This is an optimization exercise on Yosys and OpenROAD, whose aim is small area, a short achievable clock period and few clock cycles per item, not a production implementation.
In this exercise RTL edits were held to simulation tests only and were not proved equivalent to the original.
Power and IR drop assume default switching activity.

### design/flow/flow/run.sh
#!/bin/bash
# The standard layout (the standard.sh, on the standard synthesis script) with two
# changes:
#  - ADDER_MAP_FILE is empty, so Yosys does not extract half/full adders into
#    sky130 ha/fa cells before ABC; ABC maps that logic with the rest.
#  - the port buffers inserted before global placement are sky130_fd_sc_hd__buf_1
#    instead of the resizer's default pick (a clkdlybuf4s50 delay cell).
# Registers and their names are those of the standard synthesis.
set -euo pipefail
export BUFFER_PORTS_ARGS="-buffer_cell sky130_fd_sc_hd__buf_1"
bash standard.sh ADDER_MAP_FILE= finish > standard.log 2>&1
### design/flow/standard.sh
#!/bin/bash
# synth_recipe.tcl (not shown) runs the flow's synth.tcl, then flattens the netlist and writes it again
# the make line also repeats each setting of config.mk as NAME=value (left out here)
make -C /OpenROAD-flow-scripts/flow DESIGN_CONFIG=/design/flow/config.mk WORK_HOME=/design/flow/orfs CLKGATE_MAP_FILE= SYNTH_SCRIPT=/design/flow/synth_recipe.tcl "${@:-finish}"
### design/flow/config.mk
export PLATFORM = sky130hd
export DESIGN_NAME = viterbi_decoder
export DESIGN_NICKNAME = viterbi_decoder
export VERILOG_FILES = /design/flow/design.v
export SDC_FILE = /design/flow/constraint.sdc
export NUM_CORES = 4
export LEC_CHECK = 0
export ABC_AREA = 1
export CAP_MARGIN = 20
export CORE_MARGIN = 2
export CORE_UTILIZATION = 40
export SETUP_SLACK_MARGIN = 0.45
export SLEW_MARGIN = 20
### design/flow/constraint.sdc
create_clock -name core_clock -period 5.0 [get_ports {clk}]
set_input_delay 1.0000 -clock core_clock [delete_from_list [all_inputs] [get_ports {clk}]]
set_output_delay 1.0000 -clock core_clock [all_outputs]
set_load 0.01 [all_outputs]
### design/flow/design.v
module vfront(data, cut);
  input [15:0] data;
  output [22:0] cut;
  wire new_n40, new_n41, new_n42, new_n43, new_n44, new_n45, new_n46,
    new_n47, new_n48, new_n49, new_n50, new_n51, new_n52, new_n53, new_n54,
    new_n55, new_n56, new_n57, new_n58, new_n59, new_n60, new_n61, new_n62,
    new_n63, new_n64, new_n65, new_n66, new_n67, new_n68, new_n69, new_n70,
    new_n71, new_n72, new_n73, new_n74, new_n75, new_n76, new_n77, new_n78,
    new_n79, new_n80, new_n81, new_n82, new_n83, new_n84, new_n85, new_n86,
    new_n87, new_n88, new_n89, new_n90, new_n91, new_n92, new_n93, new_n94,
    new_n95, new_n96, new_n97, new_n98, new_n99, new_n100, new_n101,
    new_n102, new_n103, new_n104, new_n105, new_n106, new_n107, new_n108,
    new_n109, new_n110, new_n111, new_n112, new_n113, new_n114, new_n115,
    new_n116, new_n117, new_n118, new_n119, new_n120, new_n121, new_n122,
    new_n123, new_n124, new_n125, new_n126, new_n127, new_n128, new_n129,
    new_n130, new_n131, new_n132, new_n133, new_n134, new_n135, new_n136,
    new_n137, new_n138, new_n139, new_n140, new_n141, new_n142, new_n143,
    new_n144, new_n145, new_n146, new_n147, new_n148, new_n149, new_n150,
    new_n151, new_n152, new_n153, new_n154, new_n155, new_n156, new_n157,
    new_n158, new_n159, new_n160, new_n161, new_n162, new_n163, new_n164,
    new_n165, new_n166, new_n167, new_n168, new_n170, new_n171, new_n172,
    new_n173, new_n174, new_n176, new_n177, new_n178, new_n179, new_n180,
    new_n181, new_n182, new_n183, new_n184, new_n185, new_n186, new_n187,
    new_n188, new_n189, new_n190, new_n191, new_n193, new_n194, new_n195,
    new_n196, new_n197, new_n198, new_n199, new_n200, new_n201, new_n202,
    new_n203, new_n204, new_n205, new_n206, new_n207, new_n208, new_n209,
    new_n210, new_n211, new_n212, new_n213, new_n214, new_n217, new_n218,
    new_n219, new_n220, new_n221, new_n222, new_n223, new_n224, new_n226,
    new_n227, new_n228, new_n229, new_n230, new_n231, new_n232, new_n233,
    new_n234, new_n235, new_n236, new_n237, new_n238, new_n239, new_n240,
    new_n241, new_n242, new_n243, new_n244, new_n245, new_n246, new_n247,
    new_n248, new_n249, new_n250, new_n251, new_n252, new_n253, new_n254,
    new_n255, new_n256, new_n257, new_n258, new_n259, new_n260, new_n261,
    new_n262, new_n263, new_n265, new_n266, new_n267, new_n268, new_n269,
    new_n270, new_n271, new_n272, new_n273, new_n275, new_n276, new_n277,
    new_n278, new_n279, new_n281, new_n282, new_n283, new_n284, new_n285,
    new_n286, new_n287, new_n288, new_n289, new_n290, new_n291, new_n292,
    new_n293, new_n294, new_n295, new_n296, new_n298, new_n299, new_n300,
    new_n301, new_n303, new_n304, new_n305, new_n307, new_n308, new_n310,
    new_n311, new_n313, new_n315, new_n316, new_n318, new_n319;
  assign new_n40 = data[10] & ~data[11];
  assign new_n41 = ~data[10] & data[11];
  assign new_n42 = ~new_n40 & ~new_n41;
  assign new_n43 = data[12] & ~new_n42;
  assign new_n44 = ~data[12] & new_n42;
  assign new_n45 = ~new_n43 & ~new_n44;
  assign new_n46 = data[14] & data[15];
  assign new_n47 = data[12] & ~data[13];
  assign new_n48 = ~data[12] & data[13];
  assign new_n49 = ~new_n47 & ~new_n48;
  assign new_n50 = new_n46 & new_n49;
  assign new_n51 = ~data[14] & ~data[15];
  assign new_n52 = ~new_n49 & new_n51;
  assign new_n53 = ~new_n50 & ~new_n52;
  assign new_n54 = new_n45 & new_n53;
  assign new_n55 = ~data[8] & ~new_n42;
  assign new_n56 = data[8] & new_n42;
  assign new_n57 = ~new_n55 & ~new_n56;
  assign new_n58 = ~new_n54 & ~new_n57;
  assign new_n59 = data[8] & ~data[9];
  assign new_n60 = ~data[8] & data[9];
  assign new_n61 = ~new_n59 & ~new_n60;
  assign new_n62 = data[10] & ~new_n61;
  assign new_n63 = ~data[10] & new_n61;
  assign new_n64 = ~new_n62 & ~new_n63;
  assign new_n65 = new_n49 & ~new_n64;
  assign new_n66 = ~new_n49 & new_n64;
  assign new_n67 = ~new_n65 & ~new_n66;
  assign new_n68 = new_n53 & ~new_n67;
  assign new_n69 = new_n58 & new_n68;
  assign new_n70 = ~new_n46 & ~new_n51;
  assign new_n71 = new_n67 & new_n70;
  assign new_n72 = ~new_n58 & new_n71;
  assign new_n73 = ~data[11] & ~data[13];
  assign new_n74 = data[11] & data[13];
  assign new_n75 = ~new_n73 & ~new_n74;
  assign new_n76 = ~data[10] & new_n46;
  assign new_n77 = data[10] & new_n51;
  assign new_n78 = ~new_n76 & ~new_n77;
  assign new_n79 = ~new_n70 & new_n78;
  assign new_n80 = ~new_n75 & ~new_n79;
  assign new_n81 = ~new_n61 & new_n75;
  assign new_n82 = new_n61 & new_n78;
  assign new_n83 = ~new_n81 & ~new_n82;
  assign new_n84 = ~new_n80 & new_n83;
  assign new_n85 = ~new_n57 & new_n84;
  assign new_n86 = ~new_n72 & ~new_n85;
  assign new_n87 = ~new_n69 & new_n86;
  assign new_n88 = ~data[6] & ~new_n61;
  assign new_n89 = data[6] & new_n61;
  assign new_n90 = ~new_n88 & ~new_n89;
  assign new_n91 = ~data[6] & ~data[7];
  assign new_n92 = data[6] & data[7];
  assign new_n93 = ~new_n91 & ~new_n92;
  assign new_n94 = new_n86 & new_n93;
  assign new_n95 = new_n54 & new_n57;
  assign new_n96 = new_n90 & new_n95;
  assign new_n97 = new_n94 & ~new_n96;
  assign new_n98 = ~data[6] & data[7];
  assign new_n99 = ~new_n75 & new_n98;
  assign new_n100 = data[6] & ~data[7];
  assign new_n101 = new_n75 & new_n100;
  assign new_n102 = ~new_n99 & ~new_n101;
  assign new_n103 = ~new_n86 & ~new_n102;
  assign new_n104 = ~new_n97 & ~new_n103;
  assign new_n105 = new_n53 & ~new_n70;
  assign new_n106 = ~new_n45 & new_n105;
  assign new_n107 = ~new_n104 & ~new_n106;
  assign new_n108 = ~new_n90 & ~new_n107;
  assign new_n109 = new_n87 & ~new_n108;
  assign new_n110 = ~new_n57 & new_n93;
  assign new_n111 = new_n86 & ~new_n110;
  assign new_n112 = ~new_n90 & ~new_n111;
  assign new_n113 = ~new_n54 & new_n57;
  assign new_n114 = new_n71 & ~new_n113;
  assign new_n115 = new_n57 & new_n84;
  assign new_n116 = ~new_n114 & ~new_n115;
  assign new_n117 = ~new_n112 & ~new_n116;
  assign new_n118 = new_n67 & ~new_n70;
  assign new_n119 = ~new_n68 & ~new_n118;
  assign new_n120 = new_n112 & ~new_n119;
  assign new_n121 = ~new_n103 & ~new_n120;
  assign new_n122 = ~new_n117 & new_n121;
  assign new_n123 = ~new_n109 & ~new_n122;
  assign new_n124 = new_n95 & ~new_n104;
  assign new_n125 = ~new_n93 & ~new_n116;
  assign new_n126 = ~new_n124 & ~new_n125;
  assign new_n127 = ~new_n123 & ~new_n126;
  assign new_n128 = ~data[7] & ~new_n61;
  assign new_n129 = data[7] & new_n61;
  assign new_n130 = ~new_n128 & ~new_n129;
  assign new_n131 = new_n69 & ~new_n70;
  assign new_n132 = new_n69 & new_n98;
  assign new_n133 = ~new_n131 & ~new_n132;
  assign new_n134 = ~new_n53 & new_n67;
  assign new_n135 = ~new_n57 & new_n134;
  assign new_n136 = ~new_n104 & ~new_n135;
  assign new_n137 = new_n54 & ~new_n57;
  assign new_n138 = ~new_n71 & new_n137;
  assign new_n139 = ~new_n130 & new_n138;
  assign new_n140 = ~new_n93 & ~new_n139;
  assign new_n141 = ~new_n136 & ~new_n140;
  assign new_n142 = ~data[9] & ~new_n42;
  assign new_n143 = data[9] & new_n42;
  assign new_n144 = ~new_n142 & ~new_n143;
  assign new_n145 = ~new_n98 & new_n144;
  assign new_n146 = ~new_n54 & ~new_n119;
  assign new_n147 = ~new_n78 & new_n146;
  assign new_n148 = new_n68 & new_n113;
  assign new_n149 = ~new_n61 & new_n148;
  assign new_n150 = ~new_n147 & ~new_n149;
  assign new_n151 = ~new_n91 & ~new_n144;
  assign new_n152 = ~new_n150 & ~new_n151;
  assign new_n153 = ~new_n145 & new_n152;
  assign new_n154 = ~new_n141 & ~new_n153;
  assign new_n155 = new_n133 & new_n154;
  assign new_n156 = ~new_n127 & new_n155;
  assign new_n157 = ~new_n57 & new_n70;
  assign new_n158 = ~new_n70 & ~new_n144;
  assign new_n159 = ~new_n157 & ~new_n158;
  assign new_n160 = new_n146 & new_n159;
  assign new_n161 = ~new_n92 & ~new_n148;
  assign new_n162 = ~new_n160 & ~new_n161;
  assign new_n163 = new_n75 & ~new_n116;
  assign new_n164 = new_n54 & ~new_n82;
  assign new_n165 = new_n144 & new_n164;
  assign new_n166 = new_n150 & ~new_n165;
  assign new_n167 = ~new_n163 & new_n166;
  assign new_n168 = ~new_n91 & ~new_n167;
  assign cut[7] = new_n162 | new_n168;
  assign new_n170 = new_n146 & ~new_n159;
  assign new_n171 = new_n93 & ~new_n170;
  assign new_n172 = ~new_n147 & ~new_n171;
  assign new_n173 = ~cut[7] & new_n172;
  assign new_n174 = data[6] & new_n173;
  assign cut[4] = ~new_n156 | new_n174;
  assign new_n176 = new_n130 & cut[4];
  assign new_n177 = new_n69 & ~new_n176;
  assign new_n178 = data[7] & new_n78;
  assign new_n179 = ~data[7] & ~new_n79;
  assign new_n180 = ~new_n178 & ~new_n179;
  assign new_n181 = new_n67 & new_n180;
  assign new_n182 = ~new_n107 & new_n181;
  assign new_n183 = ~new_n68 & new_n94;
  assign new_n184 = ~new_n182 & new_n183;
  assign new_n185 = new_n90 & new_n148;
  assign new_n186 = new_n112 & new_n181;
  assign new_n187 = ~new_n138 & ~new_n186;
  assign new_n188 = ~new_n185 & new_n187;
  assign new_n189 = ~new_n107 & ~new_n188;
  assign new_n190 = ~new_n184 & ~new_n189;
  assign new_n191 = ~new_n177 & new_n190;
  assign cut[0] = new_n127 | ~new_n191;
  assign new_n193 = ~new_n107 & ~new_n119;
  assign new_n194 = new_n156 & ~new_n193;
  assign new_n195 = new_n86 & ~new_n130;
  assign new_n196 = ~new_n194 & ~new_n195;
  assign new_n197 = new_n54 & ~new_n96;
  assign new_n198 = new_n57 & new_n134;
  assign new_n199 = ~new_n197 & ~new_n198;
  assign new_n200 = ~new_n196 & new_n199;
  assign new_n201 = new_n96 & new_n118;
  assign new_n202 = ~new_n94 & new_n201;
  assign new_n203 = ~new_n69 & ~new_n119;
  assign new_n204 = new_n69 & new_n70;
  assign new_n205 = ~new_n94 & ~new_n204;
  assign new_n206 = ~new_n203 & ~new_n205;
  assign new_n207 = ~new_n202 & ~new_n206;
  assign new_n208 = ~new_n200 & new_n207;
  assign new_n209 = ~new_n90 & new_n134;
  assign new_n210 = ~new_n148 & ~new_n209;
  assign new_n211 = ~new_n93 & ~new_n210;
  assign new_n212 = ~new_n181 & ~new_n211;
  assign new_n213 = new_n208 & ~new_n212;
  assign new_n214 = ~new_n123 & ~new_n213;
  assign cut[1] = new_n141 | ~new_n214;
  assign cut[2] = new_n123 | ~new_n208;
  assign new_n217 = new_n207 & ~new_n211;
  assign new_n218 = ~new_n103 & new_n217;
  assign new_n219 = new_n86 & new_n199;
  assign new_n220 = ~new_n86 & ~new_n199;
  assign new_n221 = ~new_n219 & ~new_n220;
  assign new_n222 = new_n104 & ~new_n221;
  assign new_n223 = new_n130 & ~new_n222;
  assign new_n224 = ~new_n194 & new_n223;
  assign cut[3] = ~new_n218 | new_n224;
  assign new_n226 = ~data[10] & ~new_n46;
  assign new_n227 = ~new_n51 & ~new_n226;
  assign new_n228 = ~new_n80 & new_n227;
  assign new_n229 = ~data[8] & ~data[9];
  assign new_n230 = data[12] & new_n61;
  assign new_n231 = ~data[12] & ~new_n61;
  assign new_n232 = new_n73 & ~new_n227;
  assign new_n233 = new_n74 & new_n227;
  assign new_n234 = ~new_n232 & ~new_n233;
  assign new_n235 = ~new_n231 & new_n234;
  assign new_n236 = ~new_n230 & ~new_n235;
  assign new_n237 = ~new_n229 & ~new_n236;
  assign new_n238 = ~new_n73 & new_n237;
  assign new_n239 = ~new_n74 & ~new_n237;
  assign new_n240 = ~data[10] & new_n51;
  assign new_n241 = ~new_n239 & ~new_n240;
  assign new_n242 = ~new_n238 & new_n241;
  assign new_n243 = ~new_n228 & ~new_n242;
  assign new_n244 = ~cut[7] & ~new_n243;
  assign new_n245 = data[10] & ~new_n46;
  assign new_n246 = ~new_n51 & ~new_n245;
  assign new_n247 = ~new_n75 & new_n246;
  assign new_n248 = ~new_n76 & ~new_n247;
  assign new_n249 = ~data[11] & data[13];
  assign new_n250 = data[11] & ~data[13];
  assign new_n251 = ~new_n246 & new_n250;
  assign new_n252 = new_n246 & new_n249;
  assign new_n253 = ~new_n251 & ~new_n252;
  assign new_n254 = new_n230 & new_n253;
  assign new_n255 = new_n231 & ~new_n253;
  assign new_n256 = new_n59 & ~new_n255;
  assign new_n257 = ~new_n254 & ~new_n256;
  assign new_n258 = new_n249 & new_n257;
  assign new_n259 = new_n250 & ~new_n257;
  assign new_n260 = ~new_n258 & ~new_n259;
  assign new_n261 = ~new_n77 & ~new_n260;
  assign new_n262 = new_n248 & ~new_n261;
  assign new_n263 = cut[7] & ~new_n262;
  assign cut[5] = new_n244 | new_n263;
  assign new_n265 = ~new_n42 & ~new_n67;
  assign new_n266 = new_n79 & new_n265;
  assign new_n267 = ~new_n75 & new_n266;
  assign new_n268 = ~new_n237 & ~new_n267;
  assign new_n269 = ~cut[7] & ~new_n268;
  assign new_n270 = new_n75 & new_n265;
  assign new_n271 = ~new_n78 & new_n270;
  assign new_n272 = new_n257 & ~new_n271;
  assign new_n273 = cut[7] & ~new_n272;
  assign cut[6] = new_n269 | new_n273;
  assign new_n275 = new_n98 & ~new_n131;
  assign new_n276 = new_n75 & ~new_n87;
  assign new_n277 = ~new_n144 & new_n164;
  assign new_n278 = new_n172 & ~new_n277;
  assign new_n279 = ~new_n276 & new_n278;
  assign cut[10] = ~new_n275 & ~new_n279;
  assign new_n281 = data[8] & data[9];
  assign new_n282 = ~new_n236 & ~new_n281;
  assign new_n283 = new_n74 & ~new_n282;
  assign new_n284 = new_n73 & new_n282;
  assign new_n285 = ~new_n283 & ~new_n284;
  assign new_n286 = ~new_n240 & ~new_n285;
  assign new_n287 = ~new_n228 & ~new_n286;
  assign new_n288 = ~cut[10] & new_n287;
  assign new_n289 = new_n60 & ~new_n255;
  assign new_n290 = ~new_n254 & ~new_n289;
  assign new_n291 = ~new_n250 & ~new_n290;
  assign new_n292 = ~new_n249 & new_n290;
  assign new_n293 = ~new_n77 & ~new_n292;
  assign new_n294 = ~new_n291 & new_n293;
  assign new_n295 = new_n248 & ~new_n294;
  assign new_n296 = cut[10] & new_n295;
  assign cut[8] = ~new_n288 & ~new_n296;
  assign new_n298 = ~new_n271 & new_n290;
  assign new_n299 = cut[10] & ~new_n298;
  assign new_n300 = ~new_n267 & ~new_n282;
  assign new_n301 = ~cut[10] & ~new_n300;
  assign cut[9] = new_n299 | new_n301;
  assign new_n303 = ~new_n91 & ~new_n148;
  assign new_n304 = ~new_n160 & ~new_n303;
  assign new_n305 = ~new_n92 & ~new_n167;
  assign cut[13] = new_n304 | new_n305;
  assign new_n307 = ~new_n243 & ~cut[13];
  assign new_n308 = ~new_n262 & cut[13];
  assign cut[11] = new_n307 | new_n308;
  assign new_n310 = ~new_n268 & ~cut[13];
  assign new_n311 = ~new_n272 & cut[13];
  assign cut[12] = new_n310 | new_n311;
  assign new_n313 = new_n100 & ~new_n131;
  assign cut[16] = ~new_n279 & ~new_n313;
  assign new_n315 = new_n287 & ~cut[16];
  assign new_n316 = new_n295 & cut[16];
  assign cut[14] = ~new_n315 & ~new_n316;
  assign new_n318 = ~new_n298 & cut[16];
  assign new_n319 = ~new_n300 & ~cut[16];
  assign cut[15] = new_n318 | new_n319;
  assign cut[17] = data[0];
  assign cut[18] = data[1];
  assign cut[19] = data[2];
  assign cut[20] = data[3];
  assign cut[21] = data[4];
  assign cut[22] = data[5];
endmodule
module vback(cut, dout);
  input [22:0] cut;
  output [7:0] dout;
  wire new_n32, new_n33, new_n34, new_n35, new_n36, new_n37, new_n38,
    new_n39, new_n40, new_n41, new_n42, new_n43, new_n44, new_n45, new_n46,
    new_n47, new_n48, new_n49, new_n50, new_n51, new_n52, new_n53, new_n54,
    new_n55, new_n56, new_n57, new_n58, new_n59, new_n60, new_n61, new_n62,
    new_n63, new_n64, new_n65, new_n66, new_n67, new_n68, new_n69, new_n70,
    new_n71, new_n72, new_n73, new_n74, new_n75, new_n76, new_n77, new_n78,
    new_n79, new_n80, new_n81, new_n82, new_n83, new_n84, new_n85, new_n86,
    new_n87, new_n88, new_n89, new_n90, new_n91, new_n92, new_n93, new_n94,
    new_n95, new_n96, new_n97, new_n98, new_n99, new_n100, new_n101,
    new_n102, new_n103, new_n104, new_n105, new_n106, new_n107, new_n108,
    new_n109, new_n110, new_n111, new_n112, new_n113, new_n114, new_n115,
    new_n116, new_n117, new_n118, new_n119, new_n120, new_n121, new_n122,
    new_n123, new_n124, new_n125, new_n126, new_n127, new_n128, new_n129,
    new_n130, new_n131, new_n132, new_n133, new_n134, new_n135, new_n136,
    new_n137, new_n138, new_n139, new_n140, new_n141, new_n142, new_n143,
    new_n144, new_n145, new_n146, new_n147, new_n148, new_n149, new_n150,
    new_n151, new_n152, new_n153, new_n154, new_n155, new_n156, new_n157,
    new_n158, new_n159, new_n160, new_n161, new_n162, new_n163, new_n164,
    new_n165, new_n166, new_n167, new_n168, new_n169, new_n170, new_n171,
    new_n172, new_n173, new_n174, new_n175, new_n176, new_n177, new_n178,
    new_n179, new_n180, new_n181, new_n182, new_n183, new_n184, new_n185,
    new_n186, new_n187, new_n188, new_n189, new_n190, new_n191, new_n192,
    new_n193, new_n194, new_n195, new_n196, new_n197, new_n198, new_n199,
    new_n200, new_n201, new_n202, new_n203, new_n204, new_n205, new_n206,
    new_n207, new_n208, new_n209, new_n210, new_n211, new_n212, new_n213,
    new_n214, new_n215, new_n216, new_n217, new_n218, new_n219, new_n220,
    new_n221, new_n222, new_n223, new_n224, new_n225, new_n226, new_n227,
    new_n228, new_n229, new_n230, new_n231, new_n232, new_n233, new_n234,
    new_n235, new_n236, new_n237, new_n238, new_n239, new_n240, new_n241,
    new_n242, new_n243, new_n244, new_n245, new_n247, new_n248, new_n249,
    new_n250, new_n251, new_n252, new_n253, new_n254, new_n255, new_n256,
    new_n257, new_n258, new_n259, new_n260, new_n261, new_n263, new_n264,
    new_n265, new_n266, new_n267, new_n268, new_n269, new_n270, new_n271,
    new_n272, new_n273, new_n274, new_n275, new_n277, new_n278, new_n279,
    new_n280, new_n281, new_n282, new_n283, new_n284, new_n285, new_n286,
    new_n287, new_n288, new_n289, new_n290, new_n291, new_n292, new_n293,
    new_n294, new_n295, new_n296, new_n298, new_n299, new_n300, new_n301,
    new_n302, new_n303, new_n304, new_n305, new_n306, new_n307, new_n308,
    new_n309, new_n310, new_n311, new_n312, new_n313, new_n315, new_n316,
    new_n317, new_n318, new_n319, new_n320, new_n321, new_n322, new_n323,
    new_n324, new_n325, new_n326, new_n327, new_n328, new_n329, new_n330,
    new_n332, new_n333, new_n334, new_n335, new_n336, new_n337, new_n339,
    new_n340, new_n341, new_n342, new_n343, new_n344, new_n345, new_n346;
  assign new_n32 = cut[21] & ~cut[22];
  assign new_n33 = ~cut[1] & ~cut[3];
  assign new_n34 = ~cut[4] & new_n33;
  assign new_n35 = cut[1] & cut[2];
  assign new_n36 = ~cut[0] & cut[3];
  assign new_n37 = ~new_n35 & new_n36;
  assign new_n38 = cut[0] & ~cut[3];
  assign new_n39 = ~cut[2] & new_n38;
  assign new_n40 = ~new_n37 & ~new_n39;
  assign new_n41 = ~new_n34 & new_n40;
  assign new_n42 = new_n32 & new_n41;
  assign new_n43 = ~cut[21] & cut[22];
  assign new_n44 = ~new_n41 & new_n43;
  assign new_n45 = ~new_n42 & ~new_n44;
  assign new_n46 = ~cut[0] & ~cut[2];
  assign new_n47 = cut[0] & cut[2];
  assign new_n48 = ~new_n46 & ~new_n47;
  assign new_n49 = new_n33 & ~new_n48;
  assign new_n50 = cut[4] & ~new_n49;
  assign new_n51 = ~cut[3] & new_n35;
  assign new_n52 = ~new_n47 & ~new_n51;
  assign new_n53 = new_n50 & new_n52;
  assign new_n54 = ~new_n45 & new_n53;
  assign new_n55 = cut[21] & cut[22];
  assign new_n56 = cut[2] & cut[3];
  assign new_n57 = ~cut[4] & ~new_n56;
  assign new_n58 = new_n55 & ~new_n57;
  assign new_n59 = ~cut[21] & ~cut[22];
  assign new_n60 = new_n57 & new_n59;
  assign new_n61 = ~new_n58 & ~new_n60;
  assign new_n62 = cut[0] & cut[3];
  assign new_n63 = ~cut[2] & ~cut[4];
  assign new_n64 = cut[2] & cut[4];
  assign new_n65 = ~new_n63 & ~new_n64;
  assign new_n66 = new_n62 & ~new_n65;
  assign new_n67 = ~new_n35 & new_n66;
  assign new_n68 = cut[1] & ~cut[4];
  assign new_n69 = cut[3] & new_n68;
  assign new_n70 = ~new_n51 & ~new_n69;
  assign new_n71 = ~new_n67 & new_n70;
  assign new_n72 = cut[0] & cut[1];
  assign new_n73 = ~cut[3] & ~cut[4];
  assign new_n74 = ~new_n72 & new_n73;
  assign new_n75 = ~cut[2] & new_n74;
  assign new_n76 = ~new_n50 & ~new_n75;
  assign new_n77 = new_n71 & new_n76;
  assign new_n78 = ~new_n61 & new_n77;
  assign new_n79 = ~new_n56 & new_n72;
  assign new_n80 = ~new_n64 & ~new_n79;
  assign new_n81 = cut[22] & ~new_n80;
  assign new_n82 = cut[3] & ~cut[22];
  assign new_n83 = ~new_n81 & ~new_n82;
  assign new_n84 = new_n78 & ~new_n83;
  assign new_n85 = ~new_n54 & ~new_n84;
  assign new_n86 = cut[19] & ~cut[20];
  assign new_n87 = ~new_n85 & new_n86;
  assign new_n88 = cut[19] & cut[20];
  assign new_n89 = new_n55 & new_n57;
  assign new_n90 = ~new_n57 & new_n59;
  assign new_n91 = ~new_n89 & ~new_n90;
  assign new_n92 = ~new_n71 & ~new_n91;
  assign new_n93 = ~new_n32 & ~new_n43;
  assign new_n94 = new_n75 & new_n93;
  assign new_n95 = new_n71 & ~new_n94;
  assign new_n96 = ~new_n92 & ~new_n95;
  assign new_n97 = new_n88 & new_n96;
  assign new_n98 = ~cut[19] & ~cut[20];
  assign new_n99 = ~new_n50 & new_n72;
  assign new_n100 = new_n71 & new_n99;
  assign new_n101 = ~cut[0] & ~cut[4];
  assign new_n102 = ~new_n49 & ~new_n56;
  assign new_n103 = new_n101 & ~new_n102;
  assign new_n104 = ~new_n93 & ~new_n103;
  assign new_n105 = ~new_n100 & new_n104;
  assign new_n106 = ~new_n53 & new_n93;
  assign new_n107 = ~new_n105 & ~new_n106;
  assign new_n108 = new_n98 & new_n107;
  assign new_n109 = ~new_n97 & ~new_n108;
  assign new_n110 = ~new_n87 & new_n109;
  assign new_n111 = ~cut[19] & cut[20];
  assign new_n112 = ~new_n61 & ~new_n71;
  assign new_n113 = ~cut[2] & cut[4];
  assign new_n114 = new_n47 & new_n73;
  assign new_n115 = ~new_n113 & ~new_n114;
  assign new_n116 = ~new_n50 & ~new_n115;
  assign new_n117 = ~new_n103 & new_n116;
  assign new_n118 = new_n71 & ~new_n72;
  assign new_n119 = new_n117 & new_n118;
  assign new_n120 = ~new_n45 & new_n119;
  assign new_n121 = ~new_n112 & ~new_n120;
  assign new_n122 = new_n111 & ~new_n121;
  assign new_n123 = new_n110 & ~new_n122;
  assign new_n124 = cut[1] & cut[3];
  assign new_n125 = new_n93 & ~new_n124;
  assign new_n126 = new_n53 & new_n125;
  assign new_n127 = cut[2] & ~cut[4];
  assign new_n128 = new_n35 & ~new_n127;
  assign new_n129 = cut[0] & new_n128;
  assign new_n130 = ~new_n35 & ~new_n66;
  assign new_n131 = ~new_n129 & ~new_n130;
  assign new_n132 = ~new_n93 & new_n131;
  assign new_n133 = ~new_n126 & ~new_n132;
  assign new_n134 = new_n83 & ~new_n133;
  assign new_n135 = ~new_n78 & new_n88;
  assign new_n136 = new_n71 & ~new_n103;
  assign new_n137 = ~new_n50 & ~new_n72;
  assign new_n138 = new_n136 & new_n137;
  assign new_n139 = ~new_n45 & new_n138;
  assign new_n140 = new_n98 & ~new_n139;
  assign new_n141 = ~new_n135 & ~new_n140;
  assign new_n142 = ~new_n134 & ~new_n141;
  assign new_n143 = ~new_n86 & ~new_n111;
  assign new_n144 = new_n112 & ~new_n127;
  assign new_n145 = ~new_n143 & ~new_n144;
  assign new_n146 = ~cut[1] & ~cut[2];
  assign new_n147 = ~cut[0] & new_n146;
  assign new_n148 = ~cut[3] & ~new_n72;
  assign new_n149 = ~new_n147 & ~new_n148;
  assign new_n150 = new_n54 & new_n149;
  assign new_n151 = new_n145 & ~new_n150;
  assign new_n152 = ~new_n142 & ~new_n151;
  assign new_n153 = new_n123 & ~new_n152;
  assign new_n154 = cut[17] & ~cut[18];
  assign new_n155 = new_n88 & new_n112;
  assign new_n156 = new_n54 & new_n98;
  assign new_n157 = ~new_n155 & ~new_n156;
  assign new_n158 = new_n154 & new_n157;
  assign new_n159 = new_n153 & new_n158;
  assign new_n160 = ~cut[17] & cut[18];
  assign new_n161 = ~new_n154 & ~new_n160;
  assign new_n162 = cut[20] & ~new_n107;
  assign new_n163 = new_n32 & ~new_n41;
  assign new_n164 = new_n41 & new_n43;
  assign new_n165 = ~new_n163 & ~new_n164;
  assign new_n166 = new_n119 & ~new_n165;
  assign new_n167 = new_n92 & new_n127;
  assign new_n168 = new_n98 & ~new_n167;
  assign new_n169 = ~new_n166 & new_n168;
  assign new_n170 = ~new_n162 & ~new_n169;
  assign new_n171 = new_n53 & ~new_n165;
  assign new_n172 = new_n77 & ~new_n91;
  assign new_n173 = ~cut[2] & cut[3];
  assign new_n174 = ~new_n64 & ~new_n173;
  assign new_n175 = new_n172 & ~new_n174;
  assign new_n176 = ~new_n171 & ~new_n175;
  assign new_n177 = ~cut[22] & new_n80;
  assign new_n178 = cut[3] & ~new_n101;
  assign new_n179 = cut[22] & ~new_n178;
  assign new_n180 = ~new_n177 & ~new_n179;
  assign new_n181 = ~new_n133 & ~new_n180;
  assign new_n182 = ~new_n61 & ~new_n75;
  assign new_n183 = ~new_n95 & ~new_n182;
  assign new_n184 = cut[19] & ~new_n183;
  assign new_n185 = ~new_n181 & ~new_n184;
  assign new_n186 = ~new_n176 & ~new_n185;
  assign new_n187 = ~new_n170 & new_n186;
  assign new_n188 = new_n170 & new_n185;
  assign new_n189 = ~new_n187 & ~new_n188;
  assign new_n190 = new_n149 & new_n171;
  assign new_n191 = new_n92 & ~new_n127;
  assign new_n192 = new_n143 & ~new_n191;
  assign new_n193 = ~new_n190 & new_n192;
  assign new_n194 = new_n138 & ~new_n165;
  assign new_n195 = new_n111 & ~new_n194;
  assign new_n196 = new_n86 & ~new_n172;
  assign new_n197 = ~new_n195 & ~new_n196;
  assign new_n198 = ~new_n181 & ~new_n197;
  assign new_n199 = ~new_n193 & ~new_n198;
  assign new_n200 = new_n189 & ~new_n199;
  assign new_n201 = cut[20] & new_n171;
  assign new_n202 = new_n200 & ~new_n201;
  assign new_n203 = ~new_n161 & ~new_n202;
  assign new_n204 = ~new_n85 & new_n111;
  assign new_n205 = new_n86 & ~new_n121;
  assign new_n206 = ~new_n204 & ~new_n205;
  assign new_n207 = cut[3] & ~new_n113;
  assign new_n208 = ~new_n80 & new_n207;
  assign new_n209 = cut[1] & ~cut[22];
  assign new_n210 = ~cut[1] & cut[22];
  assign new_n211 = ~new_n209 & ~new_n210;
  assign new_n212 = new_n208 & new_n211;
  assign new_n213 = ~new_n143 & ~new_n212;
  assign new_n214 = ~new_n78 & ~new_n96;
  assign new_n215 = ~cut[20] & new_n214;
  assign new_n216 = ~new_n213 & ~new_n215;
  assign new_n217 = ~new_n54 & ~new_n139;
  assign new_n218 = new_n162 & new_n217;
  assign new_n219 = new_n216 & ~new_n218;
  assign new_n220 = new_n206 & ~new_n219;
  assign new_n221 = ~new_n152 & new_n220;
  assign new_n222 = cut[18] & new_n221;
  assign new_n223 = ~new_n166 & ~new_n167;
  assign new_n224 = ~new_n78 & ~new_n139;
  assign new_n225 = new_n145 & new_n224;
  assign new_n226 = new_n172 & new_n174;
  assign new_n227 = ~new_n194 & ~new_n226;
  assign new_n228 = ~new_n145 & new_n227;
  assign new_n229 = ~new_n225 & ~new_n228;
  assign new_n230 = new_n223 & new_n229;
  assign new_n231 = new_n189 & ~new_n230;
  assign new_n232 = new_n208 & ~new_n211;
  assign new_n233 = ~new_n123 & ~new_n232;
  assign new_n234 = new_n231 & ~new_n233;
  assign new_n235 = ~new_n172 & ~new_n183;
  assign new_n236 = cut[20] & new_n235;
  assign new_n237 = ~new_n107 & new_n176;
  assign new_n238 = ~cut[20] & new_n237;
  assign new_n239 = ~new_n236 & ~new_n238;
  assign new_n240 = ~new_n194 & ~new_n239;
  assign new_n241 = new_n234 & ~new_n240;
  assign new_n242 = ~new_n199 & ~new_n241;
  assign new_n243 = ~cut[17] & new_n242;
  assign new_n244 = ~new_n222 & ~new_n243;
  assign new_n245 = ~new_n203 & ~new_n244;
  assign dout[0] = ~new_n159 & ~new_n245;
  assign new_n247 = new_n98 & ~new_n176;
  assign new_n248 = new_n88 & ~new_n223;
  assign new_n249 = ~new_n247 & ~new_n248;
  assign new_n250 = new_n206 & new_n249;
  assign new_n251 = ~new_n230 & new_n250;
  assign new_n252 = new_n159 & ~new_n251;
  assign new_n253 = ~new_n203 & ~new_n252;
  assign new_n254 = ~new_n153 & ~new_n161;
  assign new_n255 = new_n157 & ~new_n254;
  assign new_n256 = new_n160 & ~new_n251;
  assign new_n257 = new_n111 & new_n171;
  assign new_n258 = new_n86 & new_n92;
  assign new_n259 = ~new_n257 & ~new_n258;
  assign new_n260 = ~new_n256 & new_n259;
  assign new_n261 = new_n255 & new_n260;
  assign dout[1] = ~new_n253 | ~new_n261;
  assign new_n263 = new_n234 & new_n259;
  assign new_n264 = new_n253 & new_n263;
  assign new_n265 = ~new_n242 & ~new_n264;
  assign new_n266 = ~cut[18] & ~new_n234;
  assign new_n267 = new_n221 & ~new_n266;
  assign new_n268 = ~dout[1] & ~new_n267;
  assign new_n269 = new_n255 & ~new_n256;
  assign new_n270 = ~new_n199 & new_n259;
  assign new_n271 = new_n240 & new_n270;
  assign new_n272 = new_n234 & new_n271;
  assign new_n273 = new_n253 & new_n272;
  assign new_n274 = new_n269 & ~new_n273;
  assign new_n275 = ~new_n268 & new_n274;
  assign dout[2] = new_n265 | new_n275;
  assign new_n277 = new_n111 & ~new_n253;
  assign new_n278 = new_n86 & ~new_n92;
  assign new_n279 = new_n253 & new_n278;
  assign new_n280 = ~new_n277 & ~new_n279;
  assign new_n281 = ~new_n134 & ~new_n181;
  assign new_n282 = new_n107 & new_n281;
  assign new_n283 = ~new_n194 & ~new_n282;
  assign new_n284 = new_n143 & ~new_n283;
  assign new_n285 = ~new_n171 & ~new_n284;
  assign new_n286 = new_n280 & new_n285;
  assign new_n287 = dout[2] & ~new_n286;
  assign new_n288 = ~new_n268 & new_n269;
  assign new_n289 = new_n88 & ~new_n267;
  assign new_n290 = ~dout[1] & new_n289;
  assign new_n291 = ~new_n98 & new_n217;
  assign new_n292 = ~new_n282 & new_n291;
  assign new_n293 = ~new_n290 & new_n292;
  assign new_n294 = new_n98 & new_n268;
  assign new_n295 = ~new_n293 & ~new_n294;
  assign new_n296 = ~new_n288 & new_n295;
  assign dout[3] = new_n287 | new_n296;
  assign new_n298 = new_n57 & ~new_n93;
  assign new_n299 = new_n59 & ~new_n288;
  assign new_n300 = ~new_n295 & new_n299;
  assign new_n301 = ~new_n298 & ~new_n300;
  assign new_n302 = ~new_n288 & ~new_n295;
  assign new_n303 = ~new_n55 & new_n286;
  assign new_n304 = dout[2] & new_n303;
  assign new_n305 = ~new_n302 & ~new_n304;
  assign new_n306 = new_n301 & ~new_n305;
  assign new_n307 = new_n41 & new_n93;
  assign new_n308 = ~new_n32 & ~new_n307;
  assign new_n309 = ~new_n287 & new_n308;
  assign new_n310 = ~new_n43 & ~new_n307;
  assign new_n311 = new_n287 & new_n310;
  assign new_n312 = ~new_n309 & ~new_n311;
  assign new_n313 = dout[3] & new_n312;
  assign dout[4] = new_n306 | new_n313;
  assign new_n315 = cut[16] & new_n313;
  assign new_n316 = cut[10] & new_n306;
  assign new_n317 = ~new_n315 & ~new_n316;
  assign new_n318 = new_n43 & new_n287;
  assign new_n319 = new_n32 & ~new_n287;
  assign new_n320 = ~new_n318 & ~new_n319;
  assign new_n321 = dout[3] & ~new_n307;
  assign new_n322 = new_n320 & new_n321;
  assign new_n323 = cut[13] & new_n322;
  assign new_n324 = new_n55 & ~new_n302;
  assign new_n325 = new_n301 & ~new_n324;
  assign new_n326 = dout[2] & new_n286;
  assign new_n327 = ~new_n302 & ~new_n326;
  assign new_n328 = ~new_n325 & ~new_n327;
  assign new_n329 = cut[7] & new_n328;
  assign new_n330 = ~new_n323 & ~new_n329;
  assign dout[5] = ~new_n317 | ~new_n330;
  assign new_n332 = cut[15] & new_n313;
  assign new_n333 = cut[9] & new_n306;
  assign new_n334 = ~new_n332 & ~new_n333;
  assign new_n335 = cut[12] & new_n322;
  assign new_n336 = cut[6] & new_n328;
  assign new_n337 = ~new_n335 & ~new_n336;
  assign dout[6] = ~new_n334 | ~new_n337;
  assign new_n339 = cut[8] & new_n306;
  assign new_n340 = cut[11] & ~new_n307;
  assign new_n341 = dout[3] & new_n340;
  assign new_n342 = new_n320 & new_n341;
  assign new_n343 = ~new_n339 & ~new_n342;
  assign new_n344 = cut[5] & new_n328;
  assign new_n345 = new_n343 & ~new_n344;
  assign new_n346 = cut[14] & new_n313;
  assign dout[7] = ~new_n345 | new_n346;
endmodule
module viterbi_decoder(clk, rst, en, data, data_out, done_flag);
    input clk, rst, en;
    input [15:0] data;
    output [7:0] data_out;
    output reg done_flag;
    wire [22:0] cut;
    reg  [22:0] cut_q;
    vfront head (.data(data), .cut(cut));
    vback  tail (.cut(cut_q), .dout(data_out));
    always @(posedge clk or posedge rst)
        if (rst) done_flag <= 1'b0;
        else     done_flag <= en;
    always @(posedge clk)
        cut_q <= cut;
endmodule
==> results.txt <==
[worst max path at each step]
stage	startpoint	end	slack, ns	depth (start not counted)
6_report	cut_q[4]	data_out[7]	0.76	21
5_1_grt	cut_q[22]	data_out[5]	0.46	25
4_1_cts	cut_q[4]	data_out[6]	0.61	25
3_5_place_dp	cut_q[4]	data_out[6]	0.92	25
3_3_place_gp	cut_q[4]	data_out[5]	0.90	23
2_1_floorplan	cut_q[3]	data_out[5]	1.63	24
[cells in the final DEF, fill, tap and decap left out, types with 12 or more instances in the layout]
cell type / count
nor2_1: 64
inv_2: 12
inv_1: 76
nand3_1: 50
buf_1: 27
a21oi_1: 23
nand2_2: 19
nand2_1: 177
o21ai_0: 34
dfxtp_1: 19
[per-stage QoR]
step	cells	cell area (µm²)	power, W	setup slack (ns)	hold WS (ns)
3_3_place_gp	696	3310	0.00166	0.896	0.806
6_report	700	3390	0.00184	0.761	0.523
4_1_cts	700	3380	0.00183	0.607	0.512
2_1_floorplan	573	3130	0.00136	1.63	0.729
5_1_grt	700	3390	0.00203	0.458	0.520
3_5_place_dp	696	3310	0.00166	0.919	0.808
[state kept, by name, indices dropped and copies added, names as in the netlist]
| register | cells |
|---|---|
| done_flag | 1 |
| cut_q | 23 |
[critical path, stage by stage, from the launching register on]
cell	delay, ns
dfxtp_4	0.39
inv_1	0.15
nand2_1	0.14
nand4_1	0.21
nand3_1	0.12
nor2_1	0.22
nand2_1	0.13
nand2_1	0.08
nand2_1	0.07
a21oi_1	0.14
nor2_1	0.08
nand3_1	0.09
nand2_2	0.08
inv_2	0.09
nand2_2	0.07
o21ai_2	0.13
nand2_1	0.12
a21oi_4	0.20
nand2_2	0.09
nand3_1	0.07
nand4_1	0.12
buf_1	0.16
[cell type report]
| class | instances | area, µm² | share of cell area [%] |
|---|---|---|---|
| Timing Repair Buffer | 27 | 101 | 2.99 |
| Inverter | 88 | 330 | 9.74 |
| Clock inverter | 1 | 30.0 | 0.885 |
| Clock buffer | 3 | 41.3 | 1.22 |
| Tap cell | 102 | 128 | 3.76 |
| Sequential cell | 24 | 493 | 14.5 |
| Multi-Input combinational cell | 455 | 2270 | 66.9 |
[synthesized netlist by cell type (all sizes together)]
cell type / number / area (µm²)
o21ai: 47 / 265
nor3: 5 / 25.0
a21oi: 25 / 140
buf: 6 / 47.5
xnor2: 1 / 8.76
o21a: 1 / 7.51
o31a: 1 / 8.76
a31o: 1 / 8.76
a22oi: 1 / 7.51
nand4: 10 / 62.6
nand2: 199 / 817
dfxtp: 23 / 460
o221ai: 1 / 8.76
dfrtp: 1 / 25.0
o211ai: 5 / 37.5
nor2: 71 / 299
nand3: 57 / 320
or2: 1 / 6.26
o22ai: 3 / 18.8
a31oi: 6 / 37.5
xor2: 9 / 101
nand3b: 3 / 22.5
inv: 88 / 330
a32o: 1 / 10.0
a21boi: 2 / 18.8
nor4: 1 / 6.26
and2: 2 / 15.0
a21o: 1 / 7.51
o21bai: 1 / 7.51
[where the power goes]
group	switching, W	internal, W
Sequential	0.0000565	0.000244
Clock	0.0000589	0.000107
Combinational	0.000935	0.000435
[routing by layer]
metal  global-route usage (%)  wire [µm]
met4                     5.10        111
met3                     1.38        404
met5                        0          0
met1                     27.3       4000
met2                     38.2       4320
[cell families (layout without fill, tap and decap cells)]
| kind of cell | after synthesis | in the layout | share of synthesized area, % |
|---|---|---|---|
| DFF | 24 | 24 | 15.5 |
| and+or+nand+nor | 349 | 349 | 50.3 |
| buffers and inverters | 94 | 119 | 12.1 |
| xor gates and xnor gates | 10 | 10 | 3.52 |
| AOI/OAI and AO/OA | 96 | 96 | 18.7 |
==> impl_metrics.ini <==
[power]
power_density_nw_per_um2 = 541
ir_worst_vdd_mv = 0.272
power.leakage_nw = 1.77

[floorplanning]
core_um2 = 7650
rows = 32
die_w_um = 92.5
start_util_pct = 41.0
die-area_um2 = 8550
io_pins = 28
dieHeight_um = 92.5

[clock_tree]
ctsHoldBuffers = 0
cts_setup_buffers = 0
cts_buffers = 3
cts_tree = yes
cts_max_path_buffers = 2
htree_num_levels = 1
path_clk_slew_ns = 0.08
clockRootBuffer = clkbuf_8
clock_sinks = 24
ctsResizeCount = 0

[hold_path]
hold_path.class = primary input to asynchronous set/reset pin

[sta]
finalSetupTns_ns = 0
final-max-slew-violation-count = 0
worstMarginPinSlew_ns = 0.616
finalSetupViolCount = 0
max_freq_mhz = 236
finalHoldViolations = 0
period_share_pct = 84.8
rsz0062_at_grt = false
fin_crit_ns = 4.24
relSlewSlack_pct = 58.5

[global_routing]
grt_pass1_wl_um = 15100
grt_max_degree = 15
grt_pass1_vias = 3262
antenna_found_initial = 0
grt.overflow.total = 0
gr-usage-all-layers_pct = 21.1

[synthesis]
syn_area_per_cell_um2 = 5.47
synthCells = 573
synth_seq_area_share_pct = 15.5
yosysWarningCount = 1
synth_nets = 592
post_synth_num_cell_types = 44
syn_area_um2 = 3130
synth-seq-cells = 24

[critical_path]
worstSetupPathType = flop to output pin
cp_data_required_time_ns = 4.00
path_max_fanout = 11
start_kind = flop
cp-end-kind = output pin
arrival_ns = 3.24

[placement]
hpwl_um = 7440
gp_congestion = 1.00
numPortBuffers = 27

[drt]
via_per_inst = 5.16
final_antenna_net_count = 0
avgRoutedWirePerCell_um = 12.6
vias = 3613
dr.pass1.iters = 5
routed_wirelength_um = 8840
drc = 0
initialDrtViolationCount = 229

[final_layout]
nFillCells = 851
final_util_pct = 44.4
drive_gt1_share_pct = 12.2
syn_to_final_growth_pct = 8.31
insertedDiodeCount = 0
nets = 618

[flow_run]
maxCapViolCount = 0

[status]
status = complete, no violations
Testbench counts, summed over its fixed seeds: cycles 1,280, blocks 1,280.

-- static timing again, ports no longer ideal --
No port has a modelled driver above. Below, the same layout with a new extraction and two added sets of constraints.
Step 1 (the two cells are an assumption about what drives the block):
set clk [get_ports {clk}]
set_driving_cell -lib_cell sky130_fd_sc_hd__clkbuf_16 $clk
set_driving_cell -lib_cell sky130_fd_sc_hd__buf_2 [delete_from_list [all_inputs] $clk]
Step 2, shift: input delay + t, output delay - t, t = (earliest + latest rising clock arrival at the registers) / 2. This alone moves slack from input paths to output paths.
a / b / c = ideal ports / drivers / drivers and shift; a / b = the first two.
t (ns): 0.289
setup WS [ns]: 0.761 / 0.731 / 1.020
worst setup path after step 2: register to output
After both steps this run still meets setup and hold. The setup slack of this run moves by -0.030 ns with the drivers and by +0.259 ns with both steps.
